This is an optimization exercise on Yosys and OpenROAD, whose aim is small area, a short achievable clock period and few clock cycles, not a production implementation. At most, simulation tests tie the RTL to the original design; equivalence was not proved. For runs 1, 2 and 4 to 7, only the layout was checked, not whether the RTL still works. Power is estimated from default activity; no workload was simulated.

File: flow/flow/run.sh
#!/bin/bash
# Standard ORFS layout; port buffers use buf_1 instead of the default pick.
set -euo pipefail
bash standard.sh "BUFFER_PORTS_ARGS=-buffer_cell sky130_fd_sc_hd__buf_1" finish > orfs_make.log 2>&1
File: flow/standard.sh
#!/bin/bash
# synth_recipe.tcl (not shown) runs the flow's synth.tcl, then flattens the netlist and writes it again
# the make line also repeats each setting of config.mk as NAME=value (left out here)
make -C /OpenROAD-flow-scripts/flow DESIGN_CONFIG=/design/flow/config.mk WORK_HOME=/design/flow/orfs CLKGATE_MAP_FILE= SYNTH_SCRIPT=/design/flow/synth_recipe.tcl "${@:-finish}"
File: flow/config.mk
export PLATFORM = sky130hd
export DESIGN_NAME = projectCPU2020
export DESIGN_NICKNAME = projectCPU2020
export VERILOG_FILES = /design/flow/design.v
export SDC_FILE = /design/flow/constraint.sdc
export NUM_CORES = 4
export LEC_CHECK = 0
export ABC_AREA = 1
export CAP_MARGIN = 20
export CORE_MARGIN = 2
export CORE_UTILIZATION = 40
export GPL_ROUTABILITY_DRIVEN = 0
export PLACE_DENSITY = 0.6
export SETUP_SLACK_MARGIN = 2.6
export SLEW_MARGIN = 20
export TNS_END_PERCENT = 0
File: flow/constraint.sdc
create_clock -name core_clock -period 5.5 [get_ports {clk}]
set_input_delay 1.1000 -clock core_clock [delete_from_list [all_inputs] [get_ports {clk}]]
set_output_delay 1.1000 -clock core_clock [all_outputs]
set_load 0.01 [all_outputs]
File: flow/design.v
`timescale 1ns / 1ps
module projectCPU2020(
  clk,
  rst,
  wrEn,
  data_fromRAM,
  addr_toRAM,
  data_toRAM,
  PC,
  W
);
input clk, rst;
input wire [15:0] data_fromRAM;
output wire [15:0] data_toRAM;
output wire wrEn;
output wire [12:0] addr_toRAM;
output reg [12:0] PC;
output reg [15:0] W;
wire [15:0] D = data_fromRAM;
reg        dec, ind;
reg        pend;                   
reg  [2:0] inst;                   
wire       xAdd = pend & (inst == 3'd0);
wire       xNor = pend & (inst == 3'd1);
wire       xShf = pend & (inst == 3'd2);
wire       xGt  = pend & (inst == 3'd3);
wire       xSz  = pend & (inst == 3'd4);
wire       xLd  = pend & (inst == 3'd5);
wire       xJmp = pend & (inst == 3'd7);
wire       isSt = (inst == 3'd6);
wire       aZero = (D[12:0] == 13'd0);
wire       dZero = (D == 16'd0);
wire       opSt  = (D[15:13] == 3'd6);
reg  [12:0] pc1;
integer k;
always @(*)
  for (k = 0; k < 13; k = k + 1)
    pc1[k] = PC[k] ^ ((PC & ((13'd1 << k) - 13'd1)) == ((13'd1 << k) - 13'd1));
wire        useD = dec | ind | xJmp;
assign addr_toRAM = useD ? {D[12:2], D[1] | (dec & aZero), D[0]} : pc1;
assign wrEn       = (dec & opSt & ~aZero) | (ind & isSt);
assign data_toRAM = W;
wire        hi   = |D[15:6];
wire        left = hi | D[4];           
wire        rot  = hi | D[5];           
wire [3:0]  s    = D[3:0];
wire [3:0]  t    = {s[3] ^ (left & (s[0] | s[1] | s[2])),
                    s[2] ^ (left & (s[0] | s[1])),
                    s[1] ^ (left & s[0]),
                    s[0]};
wire [15:0] r0   = t[0] ? {W[0],     W[15:1]}  : W;
wire [15:0] r1   = t[1] ? {r0[1:0],  r0[15:2]} : r0;
wire [15:0] r2   = t[2] ? {r1[3:0],  r1[15:4]} : r1;
wire [15:0] rr   = t[3] ? {r2[7:0],  r2[15:8]} : r2;
wire [15:0] msk  = rot  ? 16'hFFFF :
                   left ? (16'hFFFF << s) : (16'hFFFF >> s);
wire [15:0] sh   = rr & msk;
wire [16:0] sum  = {1'b0, W ^ {16{xGt}}} + {1'b0, D} + {16'd0, xGt};
wire        gt   = ~sum[16];            
wire        sAdd  = pend & xAdd;
wire        sNor  = pend & xNor;
wire        sShf  = pend & xShf;
wire        sGt   = pend & xGt;
wire        sLd   = pend & xLd;
wire        sKeep = ~(sAdd | sNor | sShf | sGt | sLd);
wire [15:0] res   = ({16{sAdd}}  & sum[15:0]) |
                    ({16{sNor}}  & ~(W | D)) |
                    ({16{sShf}}  & sh) |
                    ({16{sGt}}   & {15'd0, gt}) |
                    ({16{sLd}}   & D) |
                    ({16{sKeep}} & W);
wire goInd = dec & aZero;
wire tk    = pend & xSz & dZero;      
always @(posedge clk) begin
  if (rst) begin
    dec  <= 1'b0;
    ind  <= 1'b0;
    pend <= 1'b0;
    PC   <= 13'h1FFF;    
    W    <= 16'd0;
  end else begin
    dec  <= ~dec & ~ind & ~tk;
    ind  <= goInd;
    if (dec)
      inst <= D[15:13];
    pend <= (dec & ~aZero & ~opSt) | (ind & ~isSt);
    if (~dec & ~ind)
      PC <= xJmp ? D[12:0] : pc1;    
    W <= res;
  end
end
endmodule
==> flow_summary.ini, run 1 <==
[floorplan]
starting_density_of_the_core = 0.409
boundaryPins = 77
core_area_mm2 = 0.0103
die_width_um = 106
rows = 37
die_h_um = 106
die_area_mm2 = 0.0113

[timing]
fmax_mhz = 315
grt_setup_unrepaired = yes
period_share = 0.578
max-slew-margin-rel = 0.555
report.final.slew_viol_count = 0
setup-tns-final_ps = 0
final.min_clock_period_ps = 3180
timing_hold_violations_final = 0
tightest_slew_ps = 665
clock-skew-final_ps = 16.5
layout_setup_ws_ps = 2320
setup_viol = 0

[pwr]
leak_pwr_nw = 2.28
vdd.ir_drop.worst_mv = 0.0969
design_power_total_mw = 0.964
p_per_area_mw_per_mm2 = 191

[synth]
ys_ff_latch = 35
synth-adder-area-share = 0.0733
synthXorXnorAreaFrac = 0.0438
synth.distinct_cells = 41
synth_top_area_cell = sky130_fd_sc_hd__nand3_1
post_synth_simple_gate_area = 0.381
post_synth_mux_area_share = 0
ys_seq_area_frac = 0.174
synth_fp_nets = 734
synth_top_area_share = 0.168
area_fraction_in_compound_gates_after_synthesis = 0.203
synthCells = 692
syn_avg_cell_area_um2 = 6.07
dominant_combinational_cell_family_by_area_after_synthesis = simple AND/OR/NAND/NOR gates
synth_top_cells_by_area = sky130_fd_sc_hd__nand3_1 (17%), sky130_fd_sc_hd__dfxtp_1 (15%), sky130_fd_sc_hd__nand2_1 (13%)
count_of_synthesis_stage_warnings_from_yosys = 1
synth.cell_area_mm2 = 0.00420

[worst_hold_path]
hold_path.startpoint = ind$_SDFF_PP0_
hold_path_depth = 2
holdPathEnd = pend$_SDFF_PP0_
min-delay-path-class = flip-flop to flip-flop

[setup_path]
critical_path_required_ps = 4400
ff2ff_path_depth = 13
worstPathArrival_ps = 2080
timing_worst_setup_path_type = input pin to output pin
critical_r2r_launch = inst[2]$_DFFE_PP_
setup.worst_path.end_class = output pin
r2r_slack_ps = 2550
startpoint_type = input pin
critical_path.max_fanout = 7
rr_endpoint = W[10]$_SDFF_PP0_

[placement]
placed_cells_incl_taps = 866
io_buffer_count = 76
pre_cts_slack_ps = 1900
hpwlAfterDp_um = 12100

[final_layout]
layout-drive-gt1-share = 0.135
diodes = 0
area_delta_synth_final_pct = 20.3
final_net_count = 818
instances_no_fill = 913

[global_routing]
number_of_antenna_violations_at_the_first_check_in_global_routing = 0
grt_first_pass_wirelength_um = 25800
grt_use_total = 0.292
globalRoute.totalOverflow = 0
grt_pass1_vias = 4880
grt_start_max_net_pins = 31

[clock_network]
clock_latency_ps = 320
clk_pin_slew_worst_paths_ps = 90
clkSinkCount = 35
cts_max_level = 2
tritoncts = done
cts_buf_count = 5
ctsLongestPathBuffers = 2
root_buffer = sky130_fd_sc_hd__clkbuf_8

[detailed_routing]
drt_pre_antenna_iters = 5
wire_per_inst_um = 18.0
detail_route.iter0.violations = 520
routed_wirelength_um = 16400
detail_route.drc_violations = 0
vias = 5355
detail_route.vias_per_cell = 5.87
drtAntennaViolNets = 0

[flow_run]
max_cap_viol_count = 0

[outcome]
status = complete, no violations
==> final cells by class <==
cell class	count	area (um2)
tap	136	170
clock inverter	3	47.5
timing repair buffer	117	673
sequential	35	733
inverter	73	275
fill	1093	5230
clock buffer	5	68.8
multi-input combinational	544	3080
==> synth_stat cells, drive strengths merged <==
cell type / instances
a21o: 2
a21oi: 62
a221oi: 10
a31oi: 6
buf: 27
clkbuf: 14
clkinv: 3
dfxtp: 32
edfxtp: 3
fa: 1
ha: 23
inv: 70
nand2: 144
nand3: 144
nand3b: 4
nand4: 5
nor2: 34
nor3: 10
nor4: 1
o2111ai: 4
o21a: 4
o21ai: 59
o21bai: 1
o221ai: 1
o22ai: 2
or2: 5
xnor2: 2
xor2: 19
==> what timing repair did <==
item                                    4_1_cts  5_1_grt
gates cloned                                  1        0
hold endpoints to repair                      0        0
gates resized for setup                      50       13
hold buffers                                  0        0
buffers inserted                             34        4
endpoints found under the setup margin       29       30
pin swaps                                    12        5
==> logic make-up (layout without fill, tap and decap cells) <==
logic type	Yosys count	after routing
buffers and inverters	114	198
AO/OA/AOI/OAI	151	151
XOR/XNOR	21	21
adder cells (fa/ha/maj)	24	24
flip-flops	35	35
AND/OR/NAND/NOR	347	348
==> through the flow <==
step | util | hold WS (ps) | cell area, um2
floorplan | - | 458 | 4250
global placement | 0.434 | 479 | 4460
detailed placement | 0.434 | 500 | 4460
CTS | 0.484 | 513 | 4970
global route | 0.491 | 567 | 5050
finish | 0.491 | 520 | 5050
==> report_power, final <==
| group | internal, mW | switching (mW) | leakage (nW) |
|---|---|---|---|
| registers | 0.277 | 0.0254 | 0.290 |
| logic | 0.146 | 0.254 | 1.94 |
| clock network | 0.138 | 0.124 | 0.0587 |
| total | 0.560 | 0.404 | 2.28 |
==> layer usage <==
metal	up-vias	GRT usage	part of all wire	wire length, um
met1	2458	0.403	0.43	7090
met4	0	0.120	0.034	566
met3	30	0.0399	0.10	1660
met2	334	0.456	0.43	7120
li1	2533	-	-	-
met5	-	0	0	0
==> placed cells by master, fill, tap and decap left out, drive strengths merged, types with 6 or more instances in the layout <==
| cell type | n |
|---|---|
| nor3 | 10 |
| a31oi | 6 |
| o21ai | 59 |
| xor2 | 19 |
| dfxtp | 32 |
| nand2 | 144 |
| ha | 23 |
| a21oi | 62 |
| nor2 | 35 |
| buf | 117 |
| nand3 | 144 |
| inv | 70 |
| a221oi | 10 |
==> critical path, stage by stage <==
cell	delay, ps
sky130_fd_sc_hd__buf_8	120
sky130_fd_sc_hd__nor2_4	110
sky130_fd_sc_hd__nand3_2	100
sky130_fd_sc_hd__nor2_4	110
sky130_fd_sc_hd__nand4_1	100
sky130_fd_sc_hd__o21ai_1	140
sky130_fd_sc_hd__o21ai_1	90
sky130_fd_sc_hd__nand2_1	90
sky130_fd_sc_hd__buf_2	130
==> sequential cells by signal (all words and copies together), names as in the netlist <==
signal / flops
ind: 1
pend: 1
PC: 13
inst: 3
dec: 1
W: 16
==> worst max path at each step <==
| stage | start | slack, ps | cells past startpoint | endpoint |
|---|---|---|---|---|
| 2_1_floorplan | data_fromRAM[0] | 2440 | 8 | addr_toRAM[1] |
| 3_3_place_gp | data_fromRAM[1] | 1930 | 9 | addr_toRAM[1] |
| 3_5_place_dp | data_fromRAM[4] | 1900 | 9 | addr_toRAM[1] |
| 4_1_cts | data_fromRAM[1] | 2340 | 9 | addr_toRAM[1] |
| 5_1_grt | PC[0]$_SDFFE_PP1P_ | 2230 | 12 | addr_toRAM[11] |
| 6_report | data_fromRAM[7] | 2320 | 9 | addr_toRAM[1] |
==> run 2: changes to the inputs <==
--- a/flow/config.mk
+++ b/flow/config.mk
@@ -9,8 +9,7 @@
 export CAP_MARGIN = 20
 export CORE_MARGIN = 2
 export CORE_UTILIZATION = 40
-export GPL_ROUTABILITY_DRIVEN = 0
-export PLACE_DENSITY = 0.6
+export PLACE_DENSITY = 0.75
 export SETUP_SLACK_MARGIN = 2.6
 export SLEW_MARGIN = 20
 export TNS_END_PERCENT = 0
==> run 2 against run 1 <==
  * Power shrank 3.3%
  * Synthesized cell count did not move
  * Synthesized area did not move
  * Sequential power is essentially flat
  * Core utilization is 1.8 points lower
  * Via count down 1.7%
  * Sequential share of layout area is 0.54 points higher
  * Critical path type unchanged
  * Critical endpoint unchanged
==> flow_summary.ini, run 2 <==
[outcome]
status = complete, no violations

[floorplan]
boundaryPins = 77
rows = 37
starting_density_of_the_core = 0.409
die_area_mm2 = 0.0113
die_h_um = 106
die_width_um = 106
core_area_mm2 = 0.0103

[setup_path]
startpoint_type = input pin
critPathLaunch = data_fromRAM[4]
critical_r2r_launch = inst[2]$_DFFE_PP_
critical_path.max_fanout = 5
setup.worst_path.end_class = output pin
critical_path_required_ps = 4400
timing_worst_setup_path_type = input pin to output pin
worstPathArrival_ps = 2200

[synth]
yosys-top-cells-count = sky130_fd_sc_hd__nand2_1 (141), sky130_fd_sc_hd__nand3_1 (141), sky130_fd_sc_hd__inv_1 (68)
synth.distinct_cells = 41
count_of_synthesis_stage_warnings_from_yosys = 1
synthCells = 692
synth_top_area_share = 0.168
synth_fp_nets = 734
ys_seq_area_frac = 0.174
synth_top_area_cell = sky130_fd_sc_hd__nand3_1
synth_top_cells_by_area = sky130_fd_sc_hd__nand3_1 (17%), sky130_fd_sc_hd__dfxtp_1 (15%), sky130_fd_sc_hd__nand2_1 (13%)
ys_ff_latch = 35
syn_avg_cell_area_um2 = 6.07
synth.cell_area_mm2 = 0.00420
post_synth_edffs = 3
async_reset_ff_frac = 0
ys_dominant_reg_cell = sky130_fd_sc_hd__dfxtp_1

[final_layout]
area_delta_synth_final_pct = 15.9
instances_no_fill = 893
max_ffs_per_register = 16
layout_common_cells = sky130_fd_sc_hd__nand2_1 (139), sky130_fd_sc_hd__nand3_1 (138), sky130_fd_sc_hd__inv_1 (65), sky130_fd_sc_hd__buf_1 (65), sky130_fd_sc_hd__a21oi_1 (62)
final_util = 0.474
final_net_count = 798
final_common_cell = sky130_fd_sc_hd__nand2_1
filler_cell_count = 1108
diodes = 0
biggestRegsByFlops = W: 16 flops, PC: 13 flops, inst: 3 flops
layout-drive-gt1-share = 0.110
regMostFlops = W

[timing]
fmax_mhz = 303
report.final.slew_viol_count = 0
max-slew-margin-rel = 0.549
clock-skew-final_ps = 10.2
grt_setup_unrepaired = yes
setup-tns-final_ps = 0
hold-worst-slack_ps = 508
tightest_slew_ps = 675
setup_viol = 0
final.min_clock_period_ps = 3300
period_share = 0.599
timing_hold_violations_final = 0

[flow_run]
max_cap_viol_count = 0

[detailed_routing]
wire_per_inst_um = 17.2
detail_route.iter0.violations = 614
drtAntennaViolNets = 0
vias = 5262
routed_wirelength_um = 15400
detail_route.drc_violations = 0
drt_pre_antenna_iters = 6
detail_route.vias_per_cell = 5.89

[placement]
placed_cells_incl_taps = 867
place_congestion = 0.998
hpwlAfterDp_um = 11400
io_buffer_count = 76

[global_routing]
grt_first_pass_wirelength_um = 23500
grt_use_total = 0.262
grt_start_max_net_pins = 27
globalRoute.totalOverflow = 0
grt_pass1_vias = 4463
number_of_antenna_violations_at_the_first_check_in_global_routing = 0

[pwr]
p_per_area_mw_per_mm2 = 191
switching_share = 0.413
clock_power_share = 0.265
cellInternalPower_mw = 0.548
vdd.ir_drop.worst_mv = 0.0917
design_power_total_mw = 0.932
sw_pwr_mw = 0.385
proportion_of_power_drawn_by_combinational_gates = 0.413
leak_pwr_nw = 2.19
p_seq_frac = 0.322

[clock_network]
cts_buf_count = 5
root_buffer = sky130_fd_sc_hd__clkbuf_8
tritoncts = done
clk_pin_slew_worst_paths_ps = 80
clkSinkCount = 35
post_cts_hold_buffer_count = 0
ctsLongestPathBuffers = 2
cts_max_level = 2
clock_latency_ps = 300

[worst_hold_path]
hold_path.startpoint = ind$_SDFF_PP0_
min-delay-path-class = flip-flop to flip-flop
run 2: path summary, 6_finish.rpt:
check | endpoint | slack [ps] | cells after the start
worst min-delay path | pend$_SDFF_PP0_ | 510 | 2
worst max-delay path | addr_toRAM[1] | 2200 | 9
worst max register to register | W[10]$_SDFF_PP0_ | 2500 | 13
worst min register to register | pend$_SDFF_PP0_ | 510 | 2
run 2: layout make-up:
cell class	count	area, um2	share of cell area
well taps	136	170	0.0349
clock inverters	3	43.8	0.00899
multi-input cells	543	3040	0.625
inverters	73	278	0.0570
clock buffers	5	68.8	0.0141
repair buffers	98	532	0.109
flip-flops and latches	35	733	0.151
run 2: timing repair:
item,in CTS,in global routing
setup endpoints to repair,26,30
cloned,1,0
buffers inserted,14,3
pin swaps,13,11
resized for setup,32,21
run 2: critical path, cell delays in order:
cell and delay (ps):
sky130_fd_sc_hd__clkbuf_2 170, sky130_fd_sc_hd__inv_2 120, sky130_fd_sc_hd__nand3_4 90, sky130_fd_sc_hd__nor2_4 140, sky130_fd_sc_hd__nand4_1 120, sky130_fd_sc_hd__o21ai_1 150, sky130_fd_sc_hd__o21ai_1 80, sky130_fd_sc_hd__nand2_1 90
sky130_fd_sc_hd__buf_2 130
run 2: metrics by stage:
stage / instance area [um2] / setup slack [ps]
2_1_floorplan: 4250 / 2440
3_3_place_gp: 4460 / 1860
3_5_place_dp: 4460 / 1850
4_1_cts: 4780 / 2260
5_1_grt: 4870 / 2140
6_report: 4870 / 2200
run 2: kinds of logic (layout without fill, tap and decap cells):
| logic type | Yosys count | count (layout) | share of synthesized area |
|---|---|---|---|
| AO/OA/AOI/OAI | 151 | 151 | 0.203 |
| XOR/XNOR | 21 | 21 | 0.0438 |
| adder cells (fa/ha/maj) | 24 | 24 | 0.0733 |
| buffers and inverters | 114 | 179 | 0.125 |
| flip-flops | 35 | 35 | 0.174 |
| AND/OR/NAND/NOR | 347 | 347 | 0.381 |
run 2: power groups by stage:
stage	Sequential, mW	Combinational, mW	Clock (mW)
after floorplan	0.307	0.244	0
after global placement	0.303	0.338	0
after detailed placement	0.304	0.339	0
after CTS	0.298	0.363	0.250
after global routing	0.303	0.423	0.258
final	0.300	0.385	0.247
run 2: routing by layer:
metal	vias to the layer above	part of all wire	global-route usage
met4	0	0.029	0.0724
met2	375	0.43	0.408
met5	-	0	0
li1	2492	-	-
met3	49	0.13	0.0405
met1	2346	0.42	0.375
==> run 3: changes to the inputs <==
--- a/flow/design.v
+++ b/flow/design.v
@@ -19,6 +19,7 @@
 wire [15:0] D = data_fromRAM;
 reg        dec, ind;
 reg        pend;                   
+reg        skp;                    
 reg  [2:0] inst;                   
 wire       xAdd = pend & (inst == 3'd0);
 wire       xNor = pend & (inst == 3'd1);
@@ -75,12 +76,14 @@
   if (rst) begin
     dec  <= 1'b0;
     ind  <= 1'b0;
+    skp  <= 1'b0;
     pend <= 1'b0;
     PC   <= 13'h1FFF;    
     W    <= 16'd0;
   end else begin
     dec  <= ~dec & ~ind & ~tk;
     ind  <= goInd;
+    skp  <= tk;
     if (dec)
       inst <= D[15:13];
     pend <= (dec & ~aZero & ~opSt) | (ind & ~isSt);
==> flow/flow/run.sh (replaced) <==
#!/bin/bash
# Standard ORFS layout; port buffers use buf_1 instead of the default pick,
# and non-critical gates are downsized after global routing.
set -euo pipefail
bash standard.sh "BUFFER_PORTS_ARGS=-buffer_cell sky130_fd_sc_hd__buf_1" "RECOVER_POWER=50" finish > orfs_make.log 2>&1
--- a/flow/config.mk
+++ b/flow/config.mk
@@ -9,7 +9,7 @@
 export CAP_MARGIN = 20
 export CORE_MARGIN = 2
 export CORE_UTILIZATION = 40
-export PLACE_DENSITY = 0.75
+export PLACE_DENSITY = 0.6
 export SETUP_SLACK_MARGIN = 2.6
 export SLEW_MARGIN = 20
 export TNS_END_PERCENT = 0
==> run 3 against run 2 <==
  * Sequential share of layout area rose by 0.12 points
  * Worst hold slack got worse by 12 ps
  * Critical endpoint is now addr_toRAM[11]
  * Critical path type is now flip-flop to output pin
  * Largest cell class unchanged
  * Core utilization fell by 0.54 points
==> flow_summary.ini, run 3 <==
[outcome]
status = complete, no violations

[final_layout]
area_delta_synth_final_pct = 14.6
max_ffs_per_register = 16
multiInputGateArea_mm2 = 0.00306
regMostFlops = W
filler_cell_count = 1112
biggestRegsByFlops = W: 16 flops, PC: 13 flops, inst: 3 flops
area.sequential_um2 = 731
instances_no_fill = 891
layout-drive-gt1-share = 0.0981
layout_common_cells = sky130_fd_sc_hd__nand2_1 (138), sky130_fd_sc_hd__nand3_1 (138), sky130_fd_sc_hd__inv_1 (65), sky130_fd_sc_hd__a21oi_1 (62), sky130_fd_sc_hd__buf_1 (60)
final_net_count = 795

[pwr]
p_per_area_mw_per_mm2 = 198
leak_pwr_nw = 2.14
vdd.ir_drop.worst_mv = 0.0797

[floorplan]
die_width_um = 106
boundaryPins = 77
rows = 37
die_h_um = 106
die_area_mm2 = 0.0113
core_area_mm2 = 0.0103
starting_density_of_the_core = 0.409

[timing]
max-slew-margin-rel = 0.115
setup-tns-final_ps = 0
period_share = 0.610
setup_viol = 0
clock-skew-final_ps = 19.4
report.final.slew_viol_count = 0
fmax_mhz = 298
final.min_clock_period_ps = 3360
timing_hold_violations_final = 0
grt_setup_unrepaired = yes
hold-worst-slack_ps = 496
tightest_slew_ps = 1320

[setup_path]
worstPathArrival_ps = 2260
timing_worst_setup_path_type = flip-flop to output pin
startpoint_type = flip-flop
critical_path_required_ps = 4400
critical_path.max_fanout = 11
ff2ff_path_depth = 13
setup.worst_path.end_class = output pin

[clock_network]
clkSinkCount = 35
clk_pin_slew_worst_paths_ps = 90
root_buffer = sky130_fd_sc_hd__clkbuf_8
tritoncts = done
cts_buf_count = 5
clock_latency_ps = 330
ctsLongestPathBuffers = 2
cts_max_level = 2

[synth]
ys_ff_latch = 35
post_synth_edffs = 3
syn_avg_cell_area_um2 = 6.07
ys_seq_area_frac = 0.174
async_reset_ff_frac = 0
synth_fp_nets = 734
synth_top_area_share = 0.168
ys_dominant_reg_cell = sky130_fd_sc_hd__dfxtp_1
count_of_synthesis_stage_warnings_from_yosys = 1
synth_top_area_cell = sky130_fd_sc_hd__nand3_1
synth_top_cells_by_area = sky130_fd_sc_hd__nand3_1 (17%), sky130_fd_sc_hd__dfxtp_1 (15%), sky130_fd_sc_hd__nand2_1 (13%)
yosys-top-cells-count = sky130_fd_sc_hd__nand2_1 (141), sky130_fd_sc_hd__nand3_1 (141), sky130_fd_sc_hd__inv_1 (68)
synth.distinct_cells = 41
synth.cell_area_mm2 = 0.00420
synthCells = 692

[detailed_routing]
detail_route.vias_per_cell = 5.83
routed_wirelength_um = 16600
detail_route.iter0.violations = 527
detail_route.drc_violations = 0
drtAntennaViolNets = 0
drt_pre_antenna_iters = 5
vias = 5196
wire_per_inst_um = 18.6

[placement]
placed_cells_incl_taps = 865
io_buffer_count = 76
hpwlAfterDp_um = 12700
place_congestion = 0.974

[flow_run]
max_cap_viol_count = 0

[global_routing]
number_of_antenna_violations_at_the_first_check_in_global_routing = 2
globalRoute.totalOverflow = 0
grt_pass1_vias = 4761
grt_start_max_net_pins = 36
grt_use_total = 0.291
grt_first_pass_wirelength_um = 25600

[worst_hold_path]
min-delay-path-class = flip-flop to flip-flop
hold_path_depth = 2
## run 3: changes by cell type in the layout (fill, tap and decap cells not counted), moves of 4 or more
cell	previous run	this run
sky130_fd_sc_hd__clkbuf_1	0	7
sky130_fd_sc_hd__buf_4	23	15
sky130_fd_sc_hd__buf_2	4	8
sky130_fd_sc_hd__buf_1	65	60
## run 3: final cells by class
type                    count  share of cell area
flip-flops and latches     35               0.152
clock inverters             3             0.00988
multi-input cells         544               0.635
diodes                      1            0.000520
repair buffers             94              0.0951
clock buffers               5              0.0143
well taps                 136              0.0353
inverters                  73              0.0577
## run 3: cells by family (layout without fill, tap and decap cells)
family | Yosys count | after routing | synth area share
AO/OA/AOI/OAI | 151 | 151 | 0.203
buffers and inverters | 114 | 175 | 0.125
other | 0 | 1 | 0
flip-flops | 35 | 35 | 0.174
XOR/XNOR | 21 | 21 | 0.0438
AND/OR/NAND/NOR | 347 | 348 | 0.381
adder cells (fa/ha/maj) | 24 | 24 | 0.0733
## run 3: path summary, 6_finish.rpt
kind	from	end	slack, ps
setup / recovery	dec$_SDFF_PP0_	addr_toRAM[11]	2140
hold reg to reg	ind$_SDFF_PP0_	pend$_SDFF_PP0_	500
setup reg to reg	inst[2]$_DFFE_PP_	W[10]$_SDFF_PP0_	2490
hold / removal	ind$_SDFF_PP0_	pend$_SDFF_PP0_	500
## run 3: per-layer routing
layer,up-vias,GRT usage,part of all wire
li1,2485,-,-
met1,2432,0.395,0.45
met2,246,0.464,0.44
met3,31,0.0503,0.079
met4,2,0.102,0.031
met5,-,0,0.00079
## run 3: critical path, cell delays in order, from the launching register on
cell and delay, ps:
sky130_fd_sc_hd__dfxtp_1 340, sky130_fd_sc_hd__nor2_1 360, sky130_fd_sc_hd__clkinvlp_4 170, sky130_fd_sc_hd__clkbuf_1 270, sky130_fd_sc_hd__nor2_4 310, sky130_fd_sc_hd__o21a_1 170, sky130_fd_sc_hd__nand2_1 70, sky130_fd_sc_hd__o21ai_0 80
sky130_fd_sc_hd__buf_1 170
## run 3: stage by stage
stage                util  worst slack (ps)  total power, mW  cell area (um2)
finish              0.468              2140            0.954             4810
global route        0.468              2030             1.01             4810
CTS                 0.466              2320            0.944             4790
detailed placement  0.433              1910            0.646             4450
global placement    0.433              1950            0.643             4450
floorplan               -              2440            0.551             4250
## run 3: power by group
group          internal [mW]  switching [mW]  leakage, nW
clock                  0.138           0.132       0.0587
sequential             0.276          0.0258        0.291
combinational          0.132           0.250         1.79
total                  0.546           0.407         2.14
## run 3: repair_timing
action	4_1_cts	5_1_grt
hold buffers	0	0
pin swaps	13	2
buffers inserted	12	4
setup endpoints to repair	30	30
resized for setup	43	5
gates cloned	1	0
Testbench counts of run 3, summed over its fixed seeds: cycles 64,920.
==> run 4: changes to the inputs <==
--- a/flow/design.v
+++ b/flow/design.v
@@ -19,7 +19,6 @@
 wire [15:0] D = data_fromRAM;
 reg        dec, ind;
 reg        pend;                   
-reg        skp;                    
 reg  [2:0] inst;                   
 wire       xAdd = pend & (inst == 3'd0);
 wire       xNor = pend & (inst == 3'd1);
@@ -76,14 +75,12 @@
   if (rst) begin
     dec  <= 1'b0;
     ind  <= 1'b0;
-    skp  <= 1'b0;
     pend <= 1'b0;
     PC   <= 13'h1FFF;    
     W    <= 16'd0;
   end else begin
     dec  <= ~dec & ~ind & ~tk;
     ind  <= goInd;
-    skp  <= tk;
     if (dec)
       inst <= D[15:13];
     pend <= (dec & ~aZero & ~opSt) | (ind & ~isSt);
==> flow/flow/run.sh (replaced) <==
#!/bin/bash
# Standard ORFS layout; port buffers use buf_1 instead of the default pick,
# and clock tree synthesis adds no dummy loads.
set -euo pipefail
bash standard.sh "BUFFER_PORTS_ARGS=-buffer_cell sky130_fd_sc_hd__buf_1" \
  "CTS_ARGS=-sink_clustering_enable -repair_clock_nets -dont_use_dummy_load" \
  finish > orfs_make.log 2>&1
==> run 4 against run 3 <==
  * Still clean
  * Design area rose by 1.4%
  * Synthesized area is the same
  * Worst hold slack got worse by 7.2 ps
  * Sequential share of layout area decreased by 0.15 points
  * Synthesized cell count stayed put
  * Count of clock-buffer cells in the layout stayed put
  * Critical path depth up 1
  * Sequential power about the same
  * Cell count increased by 0.45%
  * Largest power group unchanged
==> flow_summary.ini, run 4 <==
[setup_path]
worst-path-buf-inv = 3
critPathLaunch = data_fromRAM[5]
critical_path.max_fanout = 4
ff2ff_path_depth = 13
startpoint_type = input pin
crit_path_end = addr_toRAM[1]
timing_worst_setup_path_type = input pin to output pin
slowest_stage_cell_crit_path = sky130_fd_sc_hd__buf_2
rr_endpoint = W[10]$_SDFF_PP0_
critical_path_required_ps = 4400
critical_path.top_delay_family = simple AND/OR/NAND/NOR gates
r2r_slack_ps = 2550
setup.worst_path.end_class = output pin
worstPathArrival_ps = 2100
wp_depth = 9
timing.critical_path.cells = buf_2 -> inv_2 -> nand3_2 -> nor2_4 -> nand4_1 -> o21ai_1 -> o21ai_1 -> nand2_1 -> buf_2
critical_r2r_launch = inst[2]$_DFFE_PP_
critical-path-max-stage-delay_ps = 150

[final_layout]
filler_cell_count = 1089
biggestRegsByFlops = W: 16 flops, PC: 13 flops, inst: 3 flops
regMostFlops = W
instances_no_fill = 895
area_delta_synth_final_pct = 16.2
final_design_area_no_fill_mm2 = 0.00488
final_net_count = 802
final_common_cell = sky130_fd_sc_hd__nand2_1
max_ffs_per_register = 16
layout-drive-gt1-share = 0.111
multiInputGateArea_mm2 = 0.00306
layout_common_cells = sky130_fd_sc_hd__nand2_1 (139), sky130_fd_sc_hd__nand3_1 (138), sky130_fd_sc_hd__inv_1 (65), sky130_fd_sc_hd__buf_1 (64), sky130_fd_sc_hd__a21oi_1 (62)
area.sequential_um2 = 733

[outcome]
status = complete, no violations

[floorplan]
starting_density_of_the_core = 0.409
core_area_mm2 = 0.0103
die_area_mm2 = 0.0113
boundaryPins = 77
die_width_um = 106
rows = 37
die_h_um = 106

[synth]
post_synth_simple_gate_area = 0.381
syn_avg_cell_area_um2 = 6.07
yosys-top-cells-count = sky130_fd_sc_hd__nand2_1 (141), sky130_fd_sc_hd__nand3_1 (141), sky130_fd_sc_hd__inv_1 (68)
synth.cell_area_mm2 = 0.00420
count_of_synthesis_stage_warnings_from_yosys = 1
area_fraction_in_compound_gates_after_synthesis = 0.203
post_synth_mux_area_share = 0
ys_ff_latch = 35
synth-adder-area-share = 0.0733
synth_top_area_cell = sky130_fd_sc_hd__nand3_1
synth_top_cells_by_area = sky130_fd_sc_hd__nand3_1 (17%), sky130_fd_sc_hd__dfxtp_1 (15%), sky130_fd_sc_hd__nand2_1 (13%)
async_reset_ff_frac = 0
dominant_combinational_cell_family_by_area_after_synthesis = simple AND/OR/NAND/NOR gates
synthXorXnorAreaFrac = 0.0438
synth_fp_nets = 734
ys_dominant_reg_cell = sky130_fd_sc_hd__dfxtp_1
post_synth_edffs = 3
synth_top_area_share = 0.168
ys_seq_area_frac = 0.174
synth.distinct_cells = 41
synthCells = 692

[global_routing]
grt_use_total = 0.294
grt_pass1_vias = 4750
globalRoute.totalOverflow = 0
number_of_antenna_violations_at_the_first_check_in_global_routing = 2
grt_first_pass_wirelength_um = 25800
grt_start_max_net_pins = 36

[timing]
setup-tns-final_ps = 0
grt_setup_unrepaired = yes
report.final.slew_viol_count = 0
period_share = 0.582
timing_hold_violations_final = 0
max-slew-margin-rel = 0.495
tightest_slew_ps = 753
setup_viol = 0
final.min_clock_period_ps = 3200
clock-skew-final_ps = 21.9
fmax_mhz = 312

[detailed_routing]
routed_wirelength_um = 16600
drt_pre_antenna_iters = 5
detail_route.iter0.violations = 567
wire_per_inst_um = 18.5
vias = 5196
drtAntennaViolNets = 0
detail_route.vias_per_cell = 5.81
detail_route.drc_violations = 0

[clock_network]
root_buffer = sky130_fd_sc_hd__clkbuf_8
clock_latency_ps = 320
tritoncts = done
clkSinkCount = 35
clk_pin_slew_worst_paths_ps = 90
ctsLongestPathBuffers = 2
cts_max_level = 2
cts_buf_count = 5

[pwr]
vdd.ir_drop.worst_mv = 0.0758
leak_pwr_nw = 2.18
p_per_area_mw_per_mm2 = 183

[placement]
io_buffer_count = 76
placed_cells_incl_taps = 865
place_congestion = 0.974
placed_cell_area_mm2 = 0.00445
hpwlAfterDp_um = 12700

[flow_run]
max_cap_viol_count = 0

[worst_hold_path]
min-delay-path-class = flip-flop to flip-flop
hold_path_depth = 2
-- run 4: changes by cell type in the layout (fill, tap and decap cells not counted), sizes merged --
cell | previous run | this run
buf | 87 | 101
clkbuf | 12 | 5
bufinv | 1 | 0
clkinv | 4 | 3
inv | 70 | 69
-- run 4: metal layers --
layer | track usage | share of wire | vias to the layer above
li1 | - | - | 2498
met2 | 0.466 | 0.44 | 261
met3 | 0.0503 | 0.083 | 34
met4 | 0.102 | 0.031 | 2
met5 | 0 | 0.00078 | -
met1 | 0.404 | 0.45 | 2401
-- run 4: cell type report --
| type | count | share of cell area |
|---|---|---|
| Timing Repair Buffer | 101 | 0.116 |
| Inverter | 73 | 0.0569 |
| Sequential cell | 35 | 0.150 |
| Tap cell | 136 | 0.0349 |
| Antenna cell | 1 | 0.000513 |
| Multi-Input combinational cell | 544 | 0.628 |
| Clock buffer | 5 | 0.0141 |
-- run 4: logic make-up after synthesis --
family | Yosys count
flip-flops | 35
AND/OR/NAND/NOR | 347
XOR/XNOR | 21
adder cells (fa/ha/maj) | 24
AO/OA/AOI/OAI | 151
buffers and inverters | 114
-- run 4: metrics by stage --
stage / util / setup WS, ps / hold WS, ps / power [mW]
final: 0.475 / 2300 / 489 / 0.891
after global routing: 0.475 / 2210 / 514 / 0.944
after CTS: 0.471 / 2340 / 482 / 0.880
after detailed placement: 0.433 / 1910 / 481 / 0.646
after global placement: 0.433 / 1950 / 478 / 0.643
after floorplan: - / 2440 / 458 / 0.551
-- run 4: repair_timing --
| item | 4_1_cts | 5_1_grt |
|---|---|---|
| pin swaps | 14 | 2 |
| hold buffers | 0 | 0 |
| resized for setup | 54 | 4 |
| endpoints found under the hold margin | 0 | 0 |
| endpoints found under the setup margin | 30 | 30 |
| setup buffers | 19 | 4 |
| cloned | 1 | 0 |
-- run 4: worst min path at each step --
| stage | start | endpoint | slack [ps] |
|---|---|---|---|
| after detailed placement | ind$_SDFF_PP0_ | pend$_SDFF_PP0_ | 480 |
| after global placement | ind$_SDFF_PP0_ | pend$_SDFF_PP0_ | 480 |
| after CTS | ind$_SDFF_PP0_ | pend$_SDFF_PP0_ | 480 |
| after global routing | ind$_SDFF_PP0_ | pend$_SDFF_PP0_ | 510 |
| final | ind$_SDFF_PP0_ | pend$_SDFF_PP0_ | 490 |
| after floorplan | ind$_SDFF_PP0_ | pend$_SDFF_PP0_ | 460 |
-- run 4: tightest hold or removal path, stage by stage, from the launching register on --
cell and delay [ps]:
sky130_fd_sc_hd__dfxtp_1 340, sky130_fd_sc_hd__nand2_1 70, sky130_fd_sc_hd__a21oi_1 60
-- run 4: report_power, final --
group,internal [mW],switching [mW]
combinational,0.142,0.251
clock,0.0822,0.113
sequential,0.277,0.0254
total,0.501,0.390
==> run 5: changes to the inputs <==
==> flow/flow/run.sh (replaced) <==
#!/bin/bash
# Standard ORFS layout; port buffers use buf_1 instead of the default pick,
# and timing is repaired after global routing only (not after CTS).
set -euo pipefail
bash standard.sh "BUFFER_PORTS_ARGS=-buffer_cell sky130_fd_sc_hd__buf_1" \
  "SKIP_CTS_REPAIR_TIMING=1" finish > orfs_make.log 2>&1
==> run 5 against run 4 <==
  * Still clean
  * Wire length shrank 0.17%
  * Via count is 2.7% higher
  * Worst setup slack got worse by 21 ps
  * Core utilization up 1.1 points
  * Die area unchanged
  * Sequential cell count stayed put
  * Register-to-register slack barely moved
  * Cell count rose by 0.89%
  * Worst hold slack improved by 19 ps
  * Critical endpoint is now addr_toRAM[12]
==> flow_summary.ini, run 5 <==
[outcome]
status = complete, no violations

[setup_path]
setup.worst_path.end_class = output pin
critical_path.max_fanout = 3
startpoint_type = flip-flop
ff2ff_path_depth = 13
critical_r2r_launch = inst[2]$_DFFE_PP_
r2r_slack_ps = 2550
rr_endpoint = W[10]$_SDFF_PP0_
worstPathArrival_ps = 2120
timing_worst_setup_path_type = flip-flop to output pin
critical_path_required_ps = 4400

[clock_network]
cts_buf_count = 5
clock_latency_ps = 340
root_buffer = sky130_fd_sc_hd__clkbuf_8
clk_pin_slew_worst_paths_ps = 120
ctsLongestPathBuffers = 2
cts_max_level = 2
clkSinkCount = 35
tritoncts = done

[synth]
synth_top_cells_by_area = sky130_fd_sc_hd__nand3_1 (17%), sky130_fd_sc_hd__dfxtp_1 (15%), sky130_fd_sc_hd__nand2_1 (13%)
async_reset_ff_frac = 0
yosys-top-cells-count = sky130_fd_sc_hd__nand2_1 (141), sky130_fd_sc_hd__nand3_1 (141), sky130_fd_sc_hd__inv_1 (68)
count_of_synthesis_stage_warnings_from_yosys = 1
synth.distinct_cells = 41
synth.cell_area_mm2 = 0.00420
ys_ff_latch = 35
synthCells = 692
post_synth_edffs = 3
synth_top_area_share = 0.168
syn_avg_cell_area_um2 = 6.07
ys_dominant_reg_cell = sky130_fd_sc_hd__dfxtp_1
synth_top_area_cell = sky130_fd_sc_hd__nand3_1
ys_seq_area_frac = 0.174
synth_fp_nets = 734

[detailed_routing]
wire_per_inst_um = 18.3
detail_route.drc_violations = 0
detail_route.iter0.violations = 479
drtAntennaViolNets = 0
vias = 5337
routed_wirelength_um = 16600
drt_pre_antenna_iters = 6
detail_route.vias_per_cell = 5.91

[placement]
pre_cts_slack_ps = 1910
io_buffer_count = 76
placed_cells_incl_taps = 865
hpwlAfterDp_um = 12700
place_congestion = 0.974

[timing]
timing_hold_violations_final = 0
setup-tns-final_ps = 0
layout_setup_ws_ps = 2280
fmax_mhz = 310
clock-skew-final_ps = 26.0
setup_viol = 0
grt_setup_unrepaired = yes
tightest_slew_ps = 774
report.final.slew_viol_count = 0
max-slew-margin-rel = 0.481
period_share = 0.586
final.min_clock_period_ps = 3220

[final_layout]
final_net_count = 808
biggestRegsByFlops = W: 16 flops, PC: 13 flops, inst: 3 flops
filler_cell_count = 1092
area_delta_synth_final_pct = 19.0
max_ffs_per_register = 16
instances_no_fill = 903
multiInputGateArea_mm2 = 0.00309
diodes = 0
layout-drive-gt1-share = 0.124
regMostFlops = W
area.sequential_um2 = 738
layout_common_cells = sky130_fd_sc_hd__nand2_1 (138), sky130_fd_sc_hd__nand3_1 (138), sky130_fd_sc_hd__inv_1 (65), sky130_fd_sc_hd__buf_1 (63), sky130_fd_sc_hd__a21oi_1 (62)

[pwr]
design_power_total_mw = 0.972
leak_pwr_nw = 2.24
vdd.ir_drop.worst_mv = 0.0803
p_per_area_mw_per_mm2 = 194

[floorplan]
die_area_mm2 = 0.0113
core_area_mm2 = 0.0103
boundaryPins = 77
starting_density_of_the_core = 0.409
die_h_um = 106
rows = 37
die_width_um = 106

[global_routing]
globalRoute.totalOverflow = 0
grt_start_max_net_pins = 36
grt_pass1_vias = 4619
grt_use_total = 0.284
number_of_antenna_violations_at_the_first_check_in_global_routing = 1
grt_first_pass_wirelength_um = 25000

[worst_hold_path]
hold_path_depth = 2
hold_path.startpoint = ind$_SDFF_PP0_
holdPathEnd = pend$_SDFF_PP0_
min-delay-path-class = flip-flop to flip-flop

[flow_run]
max_cap_viol_count = 0
## run 5: cell counts after synthesis
No cell type changed its count.
## run 5: how the worst max path moves through the flow
stage / start / end / slack, ps / cells past startpoint
after global placement: data_fromRAM[7] / addr_toRAM[1] / 1950 / 9
final: PC[1]$_SDFFE_PP1P_ / addr_toRAM[12] / 2280 / 12
after detailed placement: data_fromRAM[1] / addr_toRAM[1] / 1910 / 9
after floorplan: data_fromRAM[0] / addr_toRAM[1] / 2440 / 8
after global routing: PC[1]$_SDFFE_PP1P_ / addr_toRAM[12] / 2130 / 12
after CTS: ind$_SDFF_PP0_ / addr_toRAM[11] / 1690 / 7
## run 5: logic make-up after synthesis
| logic type | after synthesis | synth area share |
|---|---|---|
| buffers and inverters | 114 | 0.125 |
| AND/OR/NAND/NOR | 347 | 0.381 |
| flip-flops | 35 | 0.174 |
| AO/OA/AOI/OAI | 151 | 0.203 |
| XOR/XNOR | 21 | 0.0438 |
| adder cells (fa/ha/maj) | 24 | 0.0733 |
## run 5: critical path, stage by stage, from the launching register on
cell	delay [ps]
sky130_fd_sc_hd__dfxtp_4	390
sky130_fd_sc_hd__ha_4	160
sky130_fd_sc_hd__nand3_4	80
sky130_fd_sc_hd__nor2_4	150
sky130_fd_sc_hd__nand2_4	80
sky130_fd_sc_hd__nor2_4	130
sky130_fd_sc_hd__nand3_2	110
sky130_fd_sc_hd__nor2_4	150
sky130_fd_sc_hd__nand2_2	70
sky130_fd_sc_hd__xnor2_1	150
sky130_fd_sc_hd__nand2_1	90
sky130_fd_sc_hd__o21ai_1	80
sky130_fd_sc_hd__buf_2	140
## run 5: through the flow
stage | utilization | hold slack (ps) | area, um2
floorplan | - | 458 | 4250
global placement | 0.433 | 478 | 4450
detailed placement | 0.433 | 481 | 4450
CTS | 0.445 | 496 | 4570
global route | 0.486 | 531 | 5000
finish | 0.486 | 508 | 5000
## run 5: per-layer routing
metal	wire length (um)	track usage	vias up
li1	-	-	2521
met4	522	0.0955	2
met1	7290	0.392	2497
met5	13	0	-
met3	1450	0.0460	29
met2	7290	0.450	288
## run 5: cell type report
class	count	area share
clock buffer	5	0.0138
tap	136	0.0340
timing repair buffer	107	0.119
sequential	35	0.148
multi-input combinational	544	0.619
inverter	73	0.0571
clock inverter	3	0.00951
## run 5: power by group
part           internal [mW]  switching [mW]
registers              0.277          0.0260
clock network          0.138           0.135
logic                  0.145           0.252
total                  0.559           0.412
==> run 6: changes to the inputs <==
--- a/flow/design.v
+++ b/flow/design.v
@@ -19,6 +19,7 @@
 wire [15:0] D = data_fromRAM;
 reg        dec, ind;
 reg        pend;                   
+reg        skp;                    
 reg  [2:0] inst;                   
 wire       xAdd = pend & (inst == 3'd0);
 wire       xNor = pend & (inst == 3'd1);
@@ -37,8 +38,9 @@
   for (k = 0; k < 13; k = k + 1)
     pc1[k] = PC[k] ^ ((PC & ((13'd1 << k) - 13'd1)) == ((13'd1 << k) - 13'd1));
 wire        useD = dec | ind | xJmp;
-assign addr_toRAM = useD ? {D[12:2], D[1] | (dec & aZero), D[0]} : pc1;
-assign wrEn       = (dec & opSt & ~aZero) | (ind & isSt);
+cpu_bus u_bus(
+  .d(D), .dec(dec), .useD(useD), .indSt(ind & isSt), .p(pc1),
+  .addr(addr_toRAM), .wrEn(wrEn));
 assign data_toRAM = W;
 wire        hi   = |D[15:6];
 wire        left = hi | D[4];           
@@ -75,12 +77,14 @@
   if (rst) begin
     dec  <= 1'b0;
     ind  <= 1'b0;
+    skp  <= 1'b0;
     pend <= 1'b0;
     PC   <= 13'h1FFF;    
     W    <= 16'd0;
   end else begin
     dec  <= ~dec & ~ind & ~tk;
     ind  <= goInd;
+    skp  <= tk;
     if (dec)
       inst <= D[15:13];
     pend <= (dec & ~aZero & ~opSt) | (ind & ~isSt);
@@ -90,3 +94,13 @@
   end
 end
 endmodule
+module cpu_bus(d, dec, useD, indSt, p, addr, wrEn);
+input  [15:0] d;
+input  [12:0] p;
+input         dec, useD, indSt;
+output [12:0] addr;
+output        wrEn;
+wire   aZero = (d[12:0] == 13'd0);
+assign addr = useD ? {d[12:2], d[1] | (dec & aZero), d[0]} : p;
+assign wrEn = (dec & (d[15:13] == 3'd6) & ~aZero) | indSt;
+endmodule
==> flow/flow/run.sh (replaced) <==
#!/bin/bash
# Standard ORFS layout; port buffers use buf_1 instead of the default pick.
set -euo pipefail
bash standard.sh "BUFFER_PORTS_ARGS=-buffer_cell sky130_fd_sc_hd__buf_1" finish > orfs_make.log 2>&1
--- a/flow/config.mk
+++ b/flow/config.mk
@@ -12,4 +12,6 @@
 export PLACE_DENSITY = 0.6
 export SETUP_SLACK_MARGIN = 2.6
 export SLEW_MARGIN = 20
+export SYNTH_HIERARCHICAL = 1
+export SYNTH_MINIMUM_KEEP_SIZE = 0
 export TNS_END_PERCENT = 0
==> run 6 against run 5 <==
  * Clock power increased by 3%
  * Synthesized area increased by 9.1%
  * Critical path depth decreased by 1
  * Power increased by 4.2%
  * Design area increased by 7.6%
  * Clock skew decreased by 22 ps
  * Global-route usage decreased by 2.7 points
  * Count of clock-buffer cells in the layout increased by 2
  * Synthesized cell count increased by 8.5%
  * Worst hold slack improved by 14 ps
  * Largest power group unchanged
==> flow_summary.ini, run 6 <==
[outcome]
status = complete, no violations

[clock_network]
clk_pin_slew_worst_paths_ps = 60
root_buffer = sky130_fd_sc_hd__clkbuf_16
cts_max_level = 2
cts_buf_count = 5
clock_latency_ps = 280
tritoncts = done
ctsLongestPathBuffers = 2
clkSinkCount = 35

[global_routing]
globalRoute.totalOverflow = 0
grt_use_total = 0.257
number_of_antenna_violations_at_the_first_check_in_global_routing = 0
grt_start_max_net_pins = 28
grt_first_pass_wirelength_um = 25800
grt_pass1_vias = 4958

[synth]
async_reset_ff_frac = 0
synth.distinct_cells = 46
synth.cell_area_mm2 = 0.00458
ys_ff_latch = 35
post_synth_edffs = 3
synth_top_area_cell = sky130_fd_sc_hd__dfxtp_1
post_synth_simple_gate_area = 0.395
post-synth-top-count-cell = sky130_fd_sc_hd__nand2_1
synth_fp_nets = 793
ys_dominant_reg_cell = sky130_fd_sc_hd__dfxtp_1
synth_top_area_share = 0.140
dominant_combinational_cell_family_by_area_after_synthesis = simple AND/OR/NAND/NOR gates
synth_top_cells_by_area = sky130_fd_sc_hd__dfxtp_1 (14%), sky130_fd_sc_hd__nand3_1 (14%), sky130_fd_sc_hd__nand2_1 (13%)
yosys-top-cells-count = sky130_fd_sc_hd__nand2_1 (153), sky130_fd_sc_hd__nand3_1 (127), sky130_fd_sc_hd__inv_1 (81)
synth-adder-area-share = 0.0672
synthCells = 751
area_fraction_in_compound_gates_after_synthesis = 0.181
post_synth_mux_area_share = 0.00655
synthXorXnorAreaFrac = 0.0579
ys_seq_area_frac = 0.159
count_of_synthesis_stage_warnings_from_yosys = 7
syn_avg_cell_area_um2 = 6.10

[timing]
grt_setup_unrepaired = yes
period_share = 0.551
report.final.slew_viol_count = 0
layout_setup_ws_ps = 2470
setup-tns-final_ps = 0
tightest_slew_ps = 582
timing_hold_violations_final = 0
clock-skew-final_ps = 4.07
fmax_mhz = 330
final.min_clock_period_ps = 3030
max-slew-margin-rel = 0.611
setup_viol = 0

[floorplan]
die_area_mm2 = 0.0123
starting_density_of_the_core = 0.405
die_h_um = 111
rows = 39
boundaryPins = 77
core_area_mm2 = 0.0113
die_width_um = 111

[detailed_routing]
wire_per_inst_um = 17.0
routed_wirelength_um = 16300
detail_route.drc_violations = 0
vias = 5467
detail_route.vias_per_cell = 5.69
drtAntennaViolNets = 0
drt_pre_antenna_iters = 5
detail_route.iter0.violations = 599

[final_layout]
layout-drive-gt1-share = 0.139
final_net_count = 859
final_common_cell = sky130_fd_sc_hd__nand2_1
area_delta_synth_final_pct = 17.3
biggestRegsByFlops = W: 16 flops, PC: 13 flops, inst: 3 flops
regMostFlops = W
max_ffs_per_register = 16
diodes = 0
layout_common_cells = sky130_fd_sc_hd__nand2_1 (144), sky130_fd_sc_hd__nand3_1 (123), sky130_fd_sc_hd__inv_1 (78), sky130_fd_sc_hd__a21oi_1 (65), sky130_fd_sc_hd__o21ai_0 (60)

[pwr]
design_power_total_mw = 1.01
vdd.ir_drop.worst_mv = 0.191
p_per_area_mw_per_mm2 = 188
leak_pwr_nw = 2.61

[setup_path]
startpoint_type = flip-flop
critical_path.max_fanout = 3
worstPathArrival_ps = 1930
critical_path_required_ps = 4400
setup.worst_path.end_class = output pin
timing_worst_setup_path_type = flip-flop to output pin

[worst_hold_path]
min-delay-path-class = flip-flop to flip-flop

[placement]
place_congestion = 0.957
pre_cts_slack_ps = 2000
hpwlAfterDp_um = 11900
io_buffer_count = 76

[flow_run]
max_cap_viol_count = 0
==> run 6: cell types whose count changed in the layout (fill, tap and decap cells not counted), moves of 6 or more <==
cell	previous run	this run
sky130_fd_sc_hd__nor3_1	9	17
sky130_fd_sc_hd__o21ai_0	53	60
sky130_fd_sc_hd__nor2_1	21	44
sky130_fd_sc_hd__nand3_1	138	123
sky130_fd_sc_hd__buf_1	63	55
sky130_fd_sc_hd__a31oi_1	6	0
sky130_fd_sc_hd__nand2_2	1	9
sky130_fd_sc_hd__nand2_1	138	144
sky130_fd_sc_hd__inv_1	65	78
==> run 6: path summary, 6_finish.rpt <==
check                                   startpoint            endpoint  slack [ps]  cells after the start
worst max-delay path            PC[1]$_SDFFE_PP1P_       addr_toRAM[9]        2470                     11
worst min-delay path            PC[1]$_SDFFE_PP1P_  PC[1]$_SDFFE_PP1P_         520                      2
worst max register to register   inst[2]$_DFFE_PP_     W[9]$_SDFF_PP0_        2700                     15
worst min register to register  PC[1]$_SDFFE_PP1P_  PC[1]$_SDFFE_PP1P_         520                      2
==> run 6: what timing repair did <==
action | CTS | global route
pin swaps | 13 | 11
gates cloned | 1 | 0
gates resized for setup | 57 | 31
setup buffers | 14 | 7
endpoints found under the setup margin | 29 | 26
hold buffers | 0 | 0
==> run 6: worst max-delay path, stage by stage, from the launching register on <==
cell	delay, ps
sky130_fd_sc_hd__dfxtp_4	360
sky130_fd_sc_hd__ha_4	150
sky130_fd_sc_hd__nand3_4	90
sky130_fd_sc_hd__nor2_4	130
sky130_fd_sc_hd__nand2_4	80
sky130_fd_sc_hd__nor2_4	110
sky130_fd_sc_hd__buf_4	140
sky130_fd_sc_hd__ha_4	130
sky130_fd_sc_hd__xor2_2	170
sky130_fd_sc_hd__nand2_1	80
sky130_fd_sc_hd__nand2_1	70
sky130_fd_sc_hd__buf_2	120
==> run 6: per-module statistics from Yosys (local to each module, per instance) <==
| module | copies in the design | area (um2) |
|---|---|---|
| cpu_bus | 1 | 265 |
| projectCPU2020 | 1 | 4320 |
==> run 6: report_power, final <==
group | total (mW) | switching (mW) | internal, mW
logic | 0.427 | 0.265 | 0.161
clock network | 0.281 | 0.113 | 0.168
registers | 0.304 | 0.0274 | 0.277
==> run 6: area by class of cell <==
type | count | area (um2)
Clock buffer | 7 | 133
Clock inverter | 1 | 5.00
Fill cell | 1204 | 5940
Inverter | 86 | 334
Multi-Input combinational cell | 587 | 3410
Sequential cell | 35 | 738
Tap cell | 143 | 179
Timing Repair Buffer | 102 | 579
==> run 6: routing by layer <==
layer	vias up	global-route usage	share of wire	wire, um
li1	2656	-	-	-
met1	2530	0.352	0.44	7200
met2	249	0.412	0.46	7490
met3	32	0.0481	0.075	1230
met4	0	0.0798	0.026	418
met5	-	0	0	0
==> run 6: per-stage QoR <==
stage	utilization	cell area, um2	instances	hold slack (ps)
after floorplan	-	4580	751	458
after global placement	0.424	4790	931	483
after detailed placement	0.424	4790	931	497
after CTS	0.462	5230	954	520
after global routing	0.475	5380	961	551
final	0.475	5380	961	522
==> run 6: cells by family (layout without fill, tap and decap cells) <==
logic type / count (synthesis) / count (layout)
AOI/OAI and AO/OA: 151 / 151
and+or+nand+nor: 383 / 383
adders and majority gates: 24 / 24
muxes: 3 / 3
xor gates and xnor gates: 26 / 26
DFF: 35 / 35
buffers and inverters: 129 / 196
==> run 7: changes to the inputs <==
--- a/flow/design.v
+++ b/flow/design.v
@@ -89,7 +89,7 @@
       inst <= D[15:13];
     pend <= (dec & ~aZero & ~opSt) | (ind & ~isSt);
     if (~dec & ~ind)
-      PC <= xJmp ? D[12:0] : pc1;    
+      PC <= addr_toRAM;    
     W <= res;
   end
 end
==> run 7 against run 6 <==
  * Highest routed layer unchanged
  * Still clean on timing, DRC and antenna
  * Design area shrank 5.3%
  * Via count shrank 2.1%
  * Synthesized area shrank 1.8%
  * Synthesized cell count shrank 0.80%
  * Fmax shrank 2.4%
  * Cell count shrank 0.94%
  * Global-route usage grew 1.7 points
  * Count of clock-buffer cells in the layout shrank 1
==> flow_summary.ini, run 7 <==
[synth]
count_of_synthesis_stage_warnings_from_yosys = 7
syn_avg_cell_area_um2 = 6.04
synthCells = 745
yosys-top-cells-count = sky130_fd_sc_hd__nand2_1 (177), sky130_fd_sc_hd__nand3_1 (117), sky130_fd_sc_hd__inv_1 (78)
ys_dominant_reg_cell = sky130_fd_sc_hd__dfxtp_1
synth_top_cells_by_area = sky130_fd_sc_hd__nand2_1 (15%), sky130_fd_sc_hd__dfxtp_1 (14%), sky130_fd_sc_hd__nand3_1 (13%)
synth_top_area_share = 0.148
post_synth_edffs = 3
ys_ff_latch = 35
synth.distinct_cells = 48
ys_seq_area_frac = 0.162
post-synth-top-count-cell = sky130_fd_sc_hd__nand2_1
synth.cell_area_mm2 = 0.00450
async_reset_ff_frac = 0
synth_fp_nets = 787
synth_top_area_cell = sky130_fd_sc_hd__nand2_1

[detailed_routing]
drtAntennaViolNets = 0
vias = 5353
drt_pre_antenna_iters = 7
detail_route.drc_violations = 0
detail_route.iter0.violations = 612
detail_route.vias_per_cell = 5.62
wire_per_inst_um = 17.0
routed_wirelength_um = 16200

[placement]
pre_cts_slack_ps = 1840
place_congestion = 1.02
placed_cells_incl_taps = 926
placed_cell_area_mm2 = 0.00475
io_buffer_count = 76
hpwlAfterDp_um = 12800

[clock_network]
clkSinkCount = 35
clock_latency_ps = 300
cts_max_level = 2
clk_pin_slew_worst_paths_ps = 80
post_cts_hold_buffer_count = 0
tritoncts = done
cts_buf_count = 5
root_buffer = sky130_fd_sc_hd__clkbuf_8
ctsLongestPathBuffers = 2

[timing]
setup-tns-final_ps = 0
max-slew-margin-rel = 0.604
clock-skew-final_ps = 9.99
tightest_slew_ps = 588
period_share = 0.565
final.min_clock_period_ps = 3110
grt_setup_unrepaired = yes
hold-worst-slack_ps = 489
layout_setup_ws_ps = 2390
setup_viol = 0
fmax_mhz = 322
report.final.slew_viol_count = 0
timing_hold_violations_final = 0

[final_layout]
regMostFlops = W
layout_common_cells = sky130_fd_sc_hd__nand2_1 (176), sky130_fd_sc_hd__nand3_1 (114), sky130_fd_sc_hd__inv_1 (74), sky130_fd_sc_hd__buf_1 (60), sky130_fd_sc_hd__a21oi_1 (52)
biggestRegsByFlops = W: 16 flops, PC: 13 flops, inst: 3 flops
instances_no_fill = 952
layout-drive-gt1-share = 0.127
final_util = 0.468
diodes = 0
final_common_cell = sky130_fd_sc_hd__nand2_1
final_net_count = 853
max_ffs_per_register = 16
area_delta_synth_final_pct = 13.2
final_design_area_no_fill_mm2 = 0.00509
filler_cell_count = 1132

[global_routing]
number_of_antenna_violations_at_the_first_check_in_global_routing = 0
globalRoute.totalOverflow = 0
grt_pass1_vias = 4962
grt_first_pass_wirelength_um = 25400
grt_start_max_net_pins = 23
grt_use_total = 0.274

[floorplan]
boundaryPins = 77
die_area_mm2 = 0.0121
die_h_um = 110
rows = 38
core_area_mm2 = 0.0109
die_width_um = 110
starting_density_of_the_core = 0.413

[worst_hold_path]
hold_path_depth = 2
min-delay-path-class = flip-flop to flip-flop

[setup_path]
critical_path_required_ps = 4400
ff2ff_path_depth = 15
setup.worst_path.end_class = output pin
critical_path.max_fanout = 4
timing_worst_setup_path_type = input pin to output pin
worstPathArrival_ps = 2010
startpoint_type = input pin

[pwr]
vdd.ir_drop.worst_mv = 0.107
design_power_total_mw = 0.880
p_per_area_mw_per_mm2 = 173
leak_pwr_nw = 2.38

[outcome]
status = complete, no violations

[flow_run]
max_cap_viol_count = 0
-- run 7: area by class of cell --
cell class,count,area (um2),share of cell area
Tap cell,140,175,0.0344
Sequential cell,35,733,0.144
Clock inverter,2,7.51,0.00147
Clock buffer,6,72.6,0.0142
Timing Repair Buffer,98,493,0.0968
Multi-Input combinational cell,584,3280,0.643
Inverter,87,337,0.0661
-- run 7: report_power, final --
part	total, mW	switching (mW)	internal, mW
Combinational	0.390	0.255	0.135
Sequential	0.297	0.0225	0.275
Clock	0.193	0.106	0.0867
Total	0.880	0.384	0.496
-- run 7: critical path, cell delays in order --
cell and delay (ps):
sky130_fd_sc_hd__buf_1 170, sky130_fd_sc_hd__inv_2 130, sky130_fd_sc_hd__nand2_1 70, sky130_fd_sc_hd__nor2_2 110
sky130_fd_sc_hd__nand3_1 100, sky130_fd_sc_hd__a21oi_2 170, sky130_fd_sc_hd__buf_2 150
-- run 7: timing repair --
| item | CTS | global route |
|---|---|---|
| endpoints found under the setup margin | 30 | 30 |
| pin swaps | 6 | 5 |
| hold endpoints to repair | 0 | 0 |
| buffers inserted | 4 | 14 |
| resized for setup | 35 | 18 |
-- run 7: metal layers --
metal | part of all wire | vias to the layer above | GRT usage | routed length [um]
met3 | 0.070 | 37 | 0.0400 | 1140
li1 | - | 2610 | - | -
met4 | 0.036 | 0 | 0.110 | 586
met5 | 0 | - | 0 | 0
met2 | 0.45 | 250 | 0.443 | 7250
met1 | 0.45 | 2456 | 0.366 | 7210
-- run 7: path summary, 6_finish.rpt --
kind	from	to	slack, ps
worst min-delay path	ind$_SDFF_PP0_	pend$_SDFF_PP0_	490
worst min register to register	ind$_SDFF_PP0_	pend$_SDFF_PP0_	490
worst max-delay path	data_fromRAM[6]	addr_toRAM[1]	2390
worst max register to register	inst[2]$_DFFE_PP_	W[13]$_SDFF_PP0_	2650
-- run 7: modules after synthesis, one instance, submodules excluded --
module          flip-flops and latches  times used  cells inside
cpu_bus                              0           1            59
projectCPU2020                      35           1           686
-- run 7: kinds of logic after synthesis --
family | count (synthesis) | synth area share
xor gates and xnor gates | 25 | 0.0529
adders and majority gates | 24 | 0.0684
DFF | 35 | 0.162
buffers and inverters | 126 | 0.129
AOI/OAI and AO/OA | 131 | 0.166
and+or+nand+nor | 404 | 0.421

-- what the ideal ports hide --
How much do the figures lean on ideal ports? The routed layouts below were timed once more, with nothing changed but the port constraints. Step 1 assumes that a clkbuf_16 drives the clock port and a buf_2 every other input. Step 2 moves the port delays by t, midway between the first and last clock arrival at a register: inputs arrive t later, outputs are due t later. That takes back most of the time a late clock gives input paths. a / b / c = ideal / step 1 / step 2; a / b = the first two.
run	t (ns)	setup WS [ns]	worst setup path at the end	cell pins on the clock port's net
run 1	0.341	2.322 / 2.271 / 2.022	input to register	1
run 2	0.334	2.204 / 2.174 / 2.005	input to register	1
run 3	0.353	2.143 / 2.109 / 2.079	input to register	1
run 4	0.341	2.299 / 2.255 / 2.045	input to register	1
run 5	0.358	2.278 / 2.242 / 2.098	input to register	1
run 6	0.318	2.468 / 2.428 / 2.269	input to register	1
run 7	0.332	2.395 / 2.375 / 2.246	input to register	1
After both steps every run listed still meets setup and hold. For run 1, which loses most, drivers alone change the setup slack by -0.051 ns; drivers and shift together by -0.300 ns.
